Background: an optimization exercise with open tools, aiming at small area. Do not read the settings as production practice.
Where RTL was checked, it was by simulation tests only, not by an equivalence proof against the original.
No activity file was given, so power comes from the tool's default toggle rates.

==> flow/design.v <==
`timescale 1ns / 1ps
module compare(
	clk, rst,
	valid_dog,
    data_dog1, data_dog2, data_dog3,
	cpr_end,
	cnt_seed,
	valid_max,
	addr_max
    );
  input clk, rst;
  input valid_dog;
  input signed [7:0] data_dog1, data_dog2, data_dog3;
  output reg valid_max;    
  output reg cpr_end;
  output reg [8:0] cnt_seed;
  output [15:0] addr_max;
  function gt7;
    input [6:0] a, b;
    integer i;
    reg g;
    begin
      g = 1'b0;
      for (i = 0; i < 7; i = i + 1)
        g = (a[i] & ~b[i]) | (a[i] & g) | (~b[i] & g);
      gt7 = g;
    end
  endfunction
  function gt8;
    input [7:0] a, b;
    integer i;
    reg g;
    begin
      g = 1'b0;
      for (i = 0; i < 8; i = i + 1)
        g = (a[i] & ~b[i]) | (a[i] & g) | (~b[i] & g);
      gt8 = g;
    end
  endfunction
  reg [11:0] pos_n;             
  wire [11:0] pos = ~pos_n;
  wire [5:0] col = pos[5:0];    
  wire [5:0] row = pos[11:6];   
  wire win_hit = (col >= 6'd17) && (col <= 6'd44);
  wire win_wr = (col >= 6'd17) && (col <= 6'd46);
  wire row_ok = (row >= 6'd18) && (row <= 6'd45);
  function sgt8;
    input [7:0] a, b;
    sgt8 = gt8({~a[7], a[6:0]}, {~b[7], b[6:0]});
  endfunction
  wire [7:0] d13 = sgt8(data_dog3, data_dog1) ? data_dog3 : data_dog1;
  wire g2 = sgt8(data_dog2, d13);
  wire [7:0] dmax = g2 ? data_dog2 : d13;
  wire [6:0] a_in = dmax[6:0] & {7{~dmax[7]}};
  wire [6:0] x2 = data_dog2[6:0] & {7{~data_dog2[7]}};
  reg [6:0] a1, a2;    
  reg ok1;             
  reg ok2;             
  wire [7:0] r0, r1, r2;    
  Line_buff #(.NUM(32), .DW(8)) store (
	.clk(clk),
	.load(win_wr),
	.data_in({ok2 && gt7(a2, a1), a2}),
	.data_out(r0),
	.tap1(r1),
	.tap2(r2)
	);
  always @(posedge clk) begin
    a1 <= a_in;
    a2 <= a1;
    ok1 <= g2 && gt7(x2, a1) && (x2[6:1] != 6'd0);
    ok2 <= ok1 && gt7(a1, r0[6:0]) && gt7(a1, r1[6:0]) && gt7(a1, r2[6:0]);
  end
  reg hp;
  always @(posedge clk or negedge rst)
    if (!rst) begin
      pos_n <= 12'd65;
      hp <= 1'b0;
      cnt_seed <= 9'd0;
    end else begin
      if (valid_dog)
        pos_n <= pos_n - 12'd1;
      hp <= win_hit && row_ok && r1[7] && gt7(r1[6:0], a1) && gt7(r1[6:0], a2);
      if (valid_max)
        cnt_seed <= cnt_seed + 9'd1;
    end
  always @(*) valid_max = hp && gt7(r0[6:0], a1);
  assign addr_max = {4'd0, ~(pos_n | {12{~valid_max}})};
  reg prev_valid, run;
  reg [6:0] q;
  wire start = prev_valid && !valid_dog;
  wire q_end = (q == 7'd120);
  always @(posedge clk)
    q <= start ? 7'd0 : {q[5:0], ~(q[6] ^ q[5])};
  always @(posedge clk or negedge rst)
    if (!rst) begin
      prev_valid <= 1'b0;
      run <= 1'b0;
      cpr_end <= 1'b0;
    end else begin
      prev_valid <= valid_dog;
      run <= start || (run && !q_end);
      cpr_end <= run && q_end;
    end
endmodule
`timescale 1ns / 1ps
module compare_one(
	data_dog,
	data_clip
    );
  input signed [7:0] data_dog;
  output [6:0] data_clip;
  assign data_clip = data_dog[6:0] & {7{~data_dog[7]}};
endmodule
`timescale 1ns / 1ps
module Line_buff(
	clk,
	load,
	data_in,
	data_out,
	tap1,
	tap2
    );
    parameter NUM = 32,
              DW = 8;
    input clk;
    input load;
    input [DW-1:0] data_in;
    output [DW-1:0] data_out;
    output [DW-1:0] tap1;
    output [DW-1:0] tap2;
    reg [DW-1:0] data_tem[0:NUM-1];
    assign data_out = data_tem[NUM-1];
    assign tap1 = data_tem[NUM-2];
    assign tap2 = data_tem[NUM-3];
    generate
    genvar i;
    for(i=0;i<NUM;i=i+1)
    	begin : stage
    	always@(posedge clk)
    		if(i==0)
    			data_tem[i] <= load ? data_in : data_tem[NUM-1];
    		else
    			data_tem[i] <= data_tem[i-1];
    	end
    endgenerate
endmodule
clock: 4.0 ns
lec_check: 0
cap_margin: 20
core_margin: 2
core_utilization: 75
cts_buf_list: sky130_fd_sc_hd__clkbuf_8
cts_cluster_diameter: 60
cts_cluster_size: 16
slew_margin: 20
standard.sh (not shown) runs the stock make flow with config.mk's settings and CLKGATE_MAP_FILE= SYNTH_SCRIPT=/design/flow/synth_recipe.tcl, a recipe that flattens the netlist after the stock synthesis.
==> flow/flow/run.sh <==
#!/bin/bash
# The standard layout (the standard.sh: ORFS synthesis to finish), with
# every input and output port buffered by the smallest buffer cell.
set -euo pipefail
export BUFFER_PORTS_ARGS="-buffer_cell sky130_fd_sc_hd__buf_1"
bash standard.sh > standard.log 2>&1
Change:
--- a/flow/design.v
+++ b/flow/design.v
@@ -26,33 +26,20 @@
       gt7 = g;
     end
   endfunction
-  function gt8;
-    input [7:0] a, b;
-    integer i;
-    reg g;
-    begin
-      g = 1'b0;
-      for (i = 0; i < 8; i = i + 1)
-        g = (a[i] & ~b[i]) | (a[i] & g) | (~b[i] & g);
-      gt8 = g;
-    end
-  endfunction
-  reg [11:0] pos_n;             
-  wire [11:0] pos = ~pos_n;
+  reg [11:0] pos;
   wire [5:0] col = pos[5:0];    
   wire [5:0] row = pos[11:6];   
   wire win_hit = (col >= 6'd17) && (col <= 6'd44);
   wire win_wr = (col >= 6'd17) && (col <= 6'd46);
   wire row_ok = (row >= 6'd18) && (row <= 6'd45);
-  function sgt8;
-    input [7:0] a, b;
-    sgt8 = gt8({~a[7], a[6:0]}, {~b[7], b[6:0]});
-  endfunction
-  wire [7:0] d13 = sgt8(data_dog3, data_dog1) ? data_dog3 : data_dog1;
-  wire g2 = sgt8(data_dog2, d13);
-  wire [7:0] dmax = g2 ? data_dog2 : d13;
-  wire [6:0] a_in = dmax[6:0] & {7{~dmax[7]}};
-  wire [6:0] x2 = data_dog2[6:0] & {7{~data_dog2[7]}};
+  wire [6:0] x1, x2, x3;
+  compare_one c1 (.data_dog(data_dog1), .data_clip(x1));
+  compare_one c2 (.data_dog(data_dog2), .data_clip(x2));
+  compare_one c3 (.data_dog(data_dog3), .data_clip(x3));
+  wire g31 = gt7(x3, x1);
+  wire [6:0] x13 = g31 ? x3 : x1;
+  wire g2 = gt7(x2, x13);
+  wire [6:0] a_in = g2 ? x2 : x13;
   reg [6:0] a1, a2;    
   reg ok1;             
   reg ok2;             
@@ -74,24 +61,23 @@
   reg hp;
   always @(posedge clk or negedge rst)
     if (!rst) begin
-      pos_n <= 12'd65;
+      pos <= 12'd4030;
       hp <= 1'b0;
       cnt_seed <= 9'd0;
     end else begin
       if (valid_dog)
-        pos_n <= pos_n - 12'd1;
+        pos <= pos + 12'd1;
       hp <= win_hit && row_ok && r1[7] && gt7(r1[6:0], a1) && gt7(r1[6:0], a2);
       if (valid_max)
         cnt_seed <= cnt_seed + 9'd1;
     end
   always @(*) valid_max = hp && gt7(r0[6:0], a1);
-  assign addr_max = {4'd0, ~(pos_n | {12{~valid_max}})};
+  assign addr_max = {4'd0, pos & {12{valid_max}}};
   reg prev_valid, run;
-  reg [6:0] q;
+  reg [5:0] q;
   wire start = prev_valid && !valid_dog;
-  wire q_end = (q == 7'd120);
   always @(posedge clk)
-    q <= start ? 7'd0 : {q[5:0], ~(q[6] ^ q[5])};
+    q <= start ? 6'd0 : q + 6'd1;
   always @(posedge clk or negedge rst)
     if (!rst) begin
       prev_valid <= 1'b0;
@@ -99,8 +85,8 @@
       cpr_end <= 1'b0;
     end else begin
       prev_valid <= valid_dog;
-      run <= start || (run && !q_end);
-      cpr_end <= run && q_end;
+      run <= start || (run && q != 6'd63);
+      cpr_end <= run && q == 6'd63;
     end
 endmodule
 `timescale 1ns / 1ps
After rerunning:
- via count climbs by a few percent
- sequential power drops by roughly a tenth
- worst hold slack is worse by 0.16 ns
- die area climbs slightly
- synthesized cell count climbs by a few percent
- first-iteration DRC count drops by about a fifth
- utilization drops by 0.19 points
- final area is about the same
- clock power barely changes
Function was not checked in any run of this note: the RTL went through the layout flow alone.

* * *

run Z:
Starts from the design.v that is shown in full above.
Settings: LEC_CHECK=0, ABC_AREA=1, CAP_MARGIN=20, CORE_MARGIN=2, CORE_UTILIZATION=75, CTS_BUF_LIST=sky130_fd_sc_hd__clkbuf_8, CTS_CLUSTER_DIAMETER=60, CTS_CLUSTER_SIZE=16, SLEW_MARGIN=20; clock period 4.0 ns.
==> flow/flow/run.sh <==
#!/bin/bash
# The standard layout (the standard.sh: ORFS synthesis to finish), with
# every input and output port buffered by the smallest buffer cell, and a
# clock tree of clkbuf_8 cells without dummy loads.
set -euo pipefail
export BUFFER_PORTS_ARGS="-buffer_cell sky130_fd_sc_hd__buf_1"
export CTS_ARGS="-sink_clustering_enable -repair_clock_nets -sink_clustering_size 16 -sink_clustering_max_diameter 60 -buf_list sky130_fd_sc_hd__clkbuf_8 -dont_use_dummy_load"
bash standard.sh > standard.log 2>&1
Changes in run Y relative to run Z:
-- flow/design.v --
<<< run Z, line 38
    end
  endfunction
  reg [11:0] pos_n;             
  wire [11:0] pos = ~pos_n;
  wire [5:0] col = pos[5:0];    
  wire [5:0] row = pos[11:6];   
>>> run Y, line 38
    end
  endfunction
  reg [11:0] pos;
  wire [5:0] col = pos[5:0];    
  wire [5:0] row = pos[11:6];   
<<< run Z, line 75
  always @(posedge clk or negedge rst)
    if (!rst) begin
      pos_n <= 12'd65;
      hp <= 1'b0;
      cnt_seed <= 9'd0;
    end else begin
      if (valid_dog)
        pos_n <= pos_n - 12'd1;
      hp <= win_hit && row_ok && r1[7] && gt7(r1[6:0], a1) && gt7(r1[6:0], a2);
      if (valid_max)
        cnt_seed <= cnt_seed + 9'd1;
    end
  always @(*) valid_max = hp && gt7(r0[6:0], a1);
  assign addr_max = {4'd0, ~(pos_n | {12{~valid_max}})};
  reg prev_valid, run;
  reg [6:0] q;
>>> run Y, line 74
  always @(posedge clk or negedge rst)
    if (!rst) begin
      pos <= 12'd4030;
      hp <= 1'b0;
      cnt_seed <= 9'd0;
    end else begin
      pos <= pos ^ pos_t;
      hp <= win_hit && row_ok && r1[7] && gt7(r1[6:0], a1) && gt7(r1[6:0], a2);
      cnt_seed <= cnt_seed ^ cnt_t;
    end
  always @(*) valid_max = hp && gt7(r0[6:0], a1);
  assign addr_max = {4'd0, pos & {12{valid_max}}};
  reg [11:0] pos_t;
  reg [8:0] cnt_t;
  integer i;
  always @(*) begin
    pos_t[0] = valid_dog;
    for (i = 1; i < 12; i = i + 1)
      pos_t[i] = pos_t[i-1] & pos[i-1];
    cnt_t[0] = valid_max;
    for (i = 1; i < 9; i = i + 1)
      cnt_t[i] = cnt_t[i-1] & cnt_seed[i-1];
  end
  reg prev_valid, run;
  reg [6:0] q;
==> comparison <==
Going from run Z to run Y, the critical path depth was found to have gone up by 8.
cnt_seed[8] as the timing endpoint of the critical path was reported by run Y, and addr_max[3] by run Z.
Diff run Z -> run Y | total instance count after detailed placement | down by a few percent
Per the comparison of run Y with run Z, routed wire length rose by 630 µm, number of global-route vias before repair fell by 185.
Number of buffers and inverters on the critical path: run Y vs run Z up 1
Switching share of power: run Y vs run Z down 1.3 points
Diff run Z -> run Y: post-layout worst setup margin went down; non-clock buffer count did not really move.
Comparing run Z with run Y, the later-pin clock latency in the skew report came out essentially unchanged.
Run Y against run Z: minimum clock period saw an increase; share of the core filled with cells in the final layout saw an increase; sequential share of layout area saw an increase.
The maximum fanout along the worst path number comes out higher for run Z vs run Y.
The RTL of run Z was laid out without a check of its function.

* * *

main:
compare, a different RTL version from the one above (not shown whole).
Size in the first run: roughly 680 cells after synthesis, ~54 I/O pins, ~8000 sq um of cells after synthesis.
==> module compare, before the edit <==
module compare(
	clk, rst,
	valid_dog,
    data_dog1, data_dog2, data_dog3,
	cpr_end,
	cnt_seed,
	valid_max,
	addr_max
    );
  input clk, rst;
  input valid_dog;
  input signed [7:0] data_dog1, data_dog2, data_dog3;
  output reg valid_max;
  output reg cpr_end;
  output reg [8:0] cnt_seed;
  output [15:0] addr_max;
  function gt7;
    input [6:0] a, b;
    integer i;
    reg g;
    begin
      g = 1'b0;
      for (i = 0; i < 7; i = i + 1)
        g = (a[i] & ~b[i]) | (a[i] & g) | (~b[i] & g);
      gt7 = g;
    end
  endfunction
  function gt8;
    input [7:0] a, b;
    integer i;
    reg g;
    begin
      g = 1'b0;
      for (i = 0; i < 8; i = i + 1)
        g = (a[i] & ~b[i]) | (a[i] & g) | (~b[i] & g);
      gt8 = g;
    end
  endfunction
  reg [11:0] pos;
  wire [5:0] col = pos[5:0];    
  wire [5:0] row = pos[11:6];   
  wire win_hit = (col >= 6'd17) && (col <= 6'd44);
  wire win_wr = (col >= 6'd16) && (col <= 6'd45);
  wire row_ok = (row >= 6'd18) && (row <= 6'd45);
  function sgt8;
    input [7:0] a, b;
    sgt8 = gt8({~a[7], a[6:0]}, {~b[7], b[6:0]});
  endfunction
  wire [7:0] d13 = sgt8(data_dog3, data_dog1) ? data_dog3 : data_dog1;
  wire g2 = sgt8(data_dog2, d13);
  wire [7:0] dmax = g2 ? data_dog2 : d13;
  wire [6:0] a_in = dmax[6:0] & {7{~dmax[7]}};
  reg [6:0] a1;        
  reg ok1;             
  reg ok2;             
  wire [6:0] u1;       
  wire f1;             
  wire [6:0] u2;       
  wire [6:0] w0;       
  Line_buff #(.NUM(32), .DW(7)) store (
	.clk(clk),
	.load(win_wr),
	.data_in(a1),
	.flag_in(ok2 && gt7(w0, a1)),
	.data_last(u1),
	.flag_last(f1),
	.data_prev(u2),
	.data_first(w0)
	);
  always @(posedge clk) begin
    a1 <= a_in;
    ok1 <= g2 && gt7(a_in, a1) && gt7(a_in, u1) && (a_in[6:1] != 6'd0);
    ok2 <= ok1 && gt7(a1, u1) && gt7(a1, u2);
  end
  always @(posedge clk or negedge rst)
    if (!rst) begin
      pos <= 12'd4030;
      valid_max <= 1'b0;
      cnt_seed <= 9'd0;
    end else begin
      pos <= pos ^ pos_t;
      valid_max <= win_hit && row_ok && f1 && gt7(u1, w0) && gt7(u1, a1)
                   && gt7(u1, a_in);
      cnt_seed <= cnt_seed ^ cnt_t;
    end
  assign addr_max = {4'd0, pos & {12{valid_max}}};
  reg [11:0] pos_t;
  reg [8:0] cnt_t;
  integer i;
  always @(*) begin
    pos_t[0] = valid_dog;
    for (i = 1; i < 12; i = i + 1)
      pos_t[i] = pos_t[i-1] & pos[i-1];
    cnt_t[0] = valid_max;
    for (i = 1; i < 9; i = i + 1)
      cnt_t[i] = cnt_t[i-1] & cnt_seed[i-1];
  end
  reg prev_valid, run;
  reg [6:0] q;
  wire start = prev_valid && !valid_dog;
  wire q_end = (q == 7'd113);
  always @(posedge clk)
    q <= start ? 7'd0 : {q[5:0], ~(q[6] ^ q[5])};
  always @(posedge clk or negedge rst)
    if (!rst) begin
      prev_valid <= 1'b0;
      run <= 1'b0;
    end else begin
      prev_valid <= valid_dog;
      run <= start || (run && !q_end);
    end
  always @(*) cpr_end = run && q_end;    
endmodule
==> module Line_buff, before the edit <==
module Line_buff(
	clk,
	load,
	data_in,
	flag_in,
	data_last,
	flag_last,
	data_prev,
	data_first
    );
    parameter NUM = 32,
              DW = 7;
    input clk;
    input load;
    input [DW-1:0] data_in;
    input flag_in;
    output [DW-1:0] data_last;     
    output flag_last;
    output [DW-1:0] data_prev;     
    output [DW-1:0] data_first;    
    reg [DW-1:0] data_tem[0:NUM-1];
    reg flag_tem[0:NUM-1];
    assign data_last = data_tem[NUM-1];
    assign flag_last = flag_tem[NUM-1];
    assign data_prev = data_tem[NUM-2];
    assign data_first = data_tem[0];
    generate
    genvar i;
    for(i=0;i<NUM;i=i+1)
    	begin : stage
    	always@(posedge clk)
    		if(i==0) begin
    			data_tem[i] <= load ? data_in : data_tem[NUM-1];
    			flag_tem[i] <= flag_tem[NUM-1];
    		end else if(i==1) begin
    			data_tem[i] <= data_tem[i-1];
    			flag_tem[i] <= load ? flag_in : flag_tem[i-1];
    		end else begin
    			data_tem[i] <= data_tem[i-1];
    			flag_tem[i] <= flag_tem[i-1];
    		end
    	end
    endgenerate
endmodule
clock: 4.0 ns
lec_check: 0
abc_area: 1
cap_margin: 20
core_margin: 2
core_utilization: 75
cts_buf_list: sky130_fd_sc_hd__clkbuf_8
cts_cluster_diameter: 60
cts_cluster_size: 16
slew_margin: 20
==> flow/flow/run.sh <==
#!/bin/bash
# The standard layout (the standard.sh: ORFS synthesis to finish), with
# every input and output port buffered by the smallest buffer cell, and a
# clock tree of clkbuf_8 cells without dummy loads, and gates on paths with
# timing slack downsized after global routing.
set -euo pipefail
export BUFFER_PORTS_ARGS="-buffer_cell sky130_fd_sc_hd__buf_1"
export CTS_ARGS="-sink_clustering_enable -repair_clock_nets -sink_clustering_size 18 -sink_clustering_max_diameter 60 -buf_list sky130_fd_sc_hd__clkbuf_8 -dont_use_dummy_load"
export RECOVER_POWER=100
bash standard.sh > standard.log 2>&1
The following lists how the feature branch was set up differently from main:
diff --git a/flow/design.v b/flow/design.v
--- a/flow/design.v
+++ b/flow/design.v
@@ -54,23 +54,23 @@
   reg [6:0] a1;        
   reg ok1;             
-  reg ok2;             
-  wire [6:0] u1;       
-  wire f1;             
-  wire [6:0] u2;       
-  wire [6:0] w0;       
-  Line_buff #(.NUM(32), .DW(7)) store (
+  wire [7:0] e1;       
+  wire [7:0] e2;       
+  wire [7:0] e0;       
+  wire [6:0] u1 = e1[6:0];
+  wire f1 = e1[7];
+  wire [6:0] u2 = e2[6:0];
+  wire [6:0] w0 = e0[6:0];
+  wire flag = ok1 && gt7(a1, u1) && gt7(a1, u2) && gt7(a1, a_in);
+  Line_buff #(.NUM(32), .DW(8)) store (
 	.clk(clk),
 	.load(win_wr),
-	.data_in(a1),
-	.flag_in(ok2 && gt7(w0, a1)),
-	.data_last(u1),
-	.flag_last(f1),
-	.data_prev(u2),
-	.data_first(w0)
+	.data_in({flag, a1}),
+	.data_last(e1),
+	.data_prev(e2),
+	.data_first(e0)
 	);
   always @(posedge clk) begin
     a1 <= a_in;
     ok1 <= g2 && gt7(a_in, a1) && gt7(a_in, u1) && (a_in[6:1] != 6'd0);
-    ok2 <= ok1 && gt7(a1, u1) && gt7(a1, u2);
   end
   always @(posedge clk or negedge rst)
@@ -127,24 +127,18 @@
 	load,
 	data_in,
-	flag_in,
 	data_last,
-	flag_last,
 	data_prev,
 	data_first
     );
     parameter NUM = 32,
-              DW = 7;
+              DW = 8;
     input clk;
     input load;
     input [DW-1:0] data_in;
-    input flag_in;
     output [DW-1:0] data_last;     
-    output flag_last;
     output [DW-1:0] data_prev;     
     output [DW-1:0] data_first;    
     reg [DW-1:0] data_tem[0:NUM-1];
-    reg flag_tem[0:NUM-1];
     assign data_last = data_tem[NUM-1];
-    assign flag_last = flag_tem[NUM-1];
     assign data_prev = data_tem[NUM-2];
     assign data_first = data_tem[0];
@@ -154,14 +148,8 @@
     	begin : stage
     	always@(posedge clk)
-    		if(i==0) begin
+    		if(i==0)
     			data_tem[i] <= load ? data_in : data_tem[NUM-1];
-    			flag_tem[i] <= flag_tem[NUM-1];
-    		end else if(i==1) begin
+    		else
     			data_tem[i] <= data_tem[i-1];
-    			flag_tem[i] <= load ? flag_in : flag_tem[i-1];
-    		end else begin
-    			data_tem[i] <= data_tem[i-1];
-    			flag_tem[i] <= flag_tem[i-1];
-    		end
     	end
     endgenerate
==> notes.md <==
Between the feature branch and main, the sequential share of layout area does not differ in any meaningful way.
Looking only at largest voltage drop on the vdd net, and setting everything else aside, the higher value of the feature branch and main goes to main.
The feature branch against main: via count now smaller; flip-flop and latch count now smaller; sequential fraction of the synthesis area comparable; post-layout total power comparable; synthesized cell count now larger.
Row relative contribution of combinational cells to total power: the feature branch lower / main higher
Comparing the feature branch and main, the lower core utilization is on the feature branch.
The flow completed for the feature branch, but it is not clean: the layout still shows max-capacitance violations, max-slew violations.
Delta (the feature branch minus main): die area now sits lower; final weighted congestion in routability-driven placement now sits lower; cell area now sits lower.
The feature branch ended with less hold slack than main.
Function not checked in the feature branch: the RTL went through the layout flow alone.

afterwards: timing with drivers on the ports:
The flow's constraints put no driver on any port. The routed layouts listed below were extracted and timed again, unchanged, in two steps. Step 1 assumes that a clkbuf_16 drives the clock port and a buf_2 every other input. Step 2 also shifts input and output timing later by t, the mid clock arrival at the registers, as if the neighbouring blocks saw the same clock. Slacks: no drivers / after step 1 / after step 2; pairs: no drivers / after step 1.
| run | t (ns) | slack for setup (ns) | latest minus earliest clock arrival (ns) |
|---|---|---|---|
| the first run of note 1 | 0.576 | 0.167 / 0.129 / 0.571 | 0.061 / 0.061 |
| the second run of note 1 | 0.548 | 0.470 / 0.436 / 0.881 | 0.023 / 0.023 |
| run Z | 0.532 | 0.636 / 0.602 / 1.109 | 0.048 / 0.048 |
| run Y | 0.532 | 0.329 / 0.329 / 0.329 | 0.018 / 0.018 |
| main | 0.518 | 0.650 / 0.662 / 0.143 | 0.068 / 0.067 |
| the feature branch | 0.545 | 0.640 / 0.635 / 0.090 | 0.045 / 0.045 |
The setup slack of the feature branch, which loses most, moves by -0.005 ns with the drivers and by -0.550 ns with both steps.
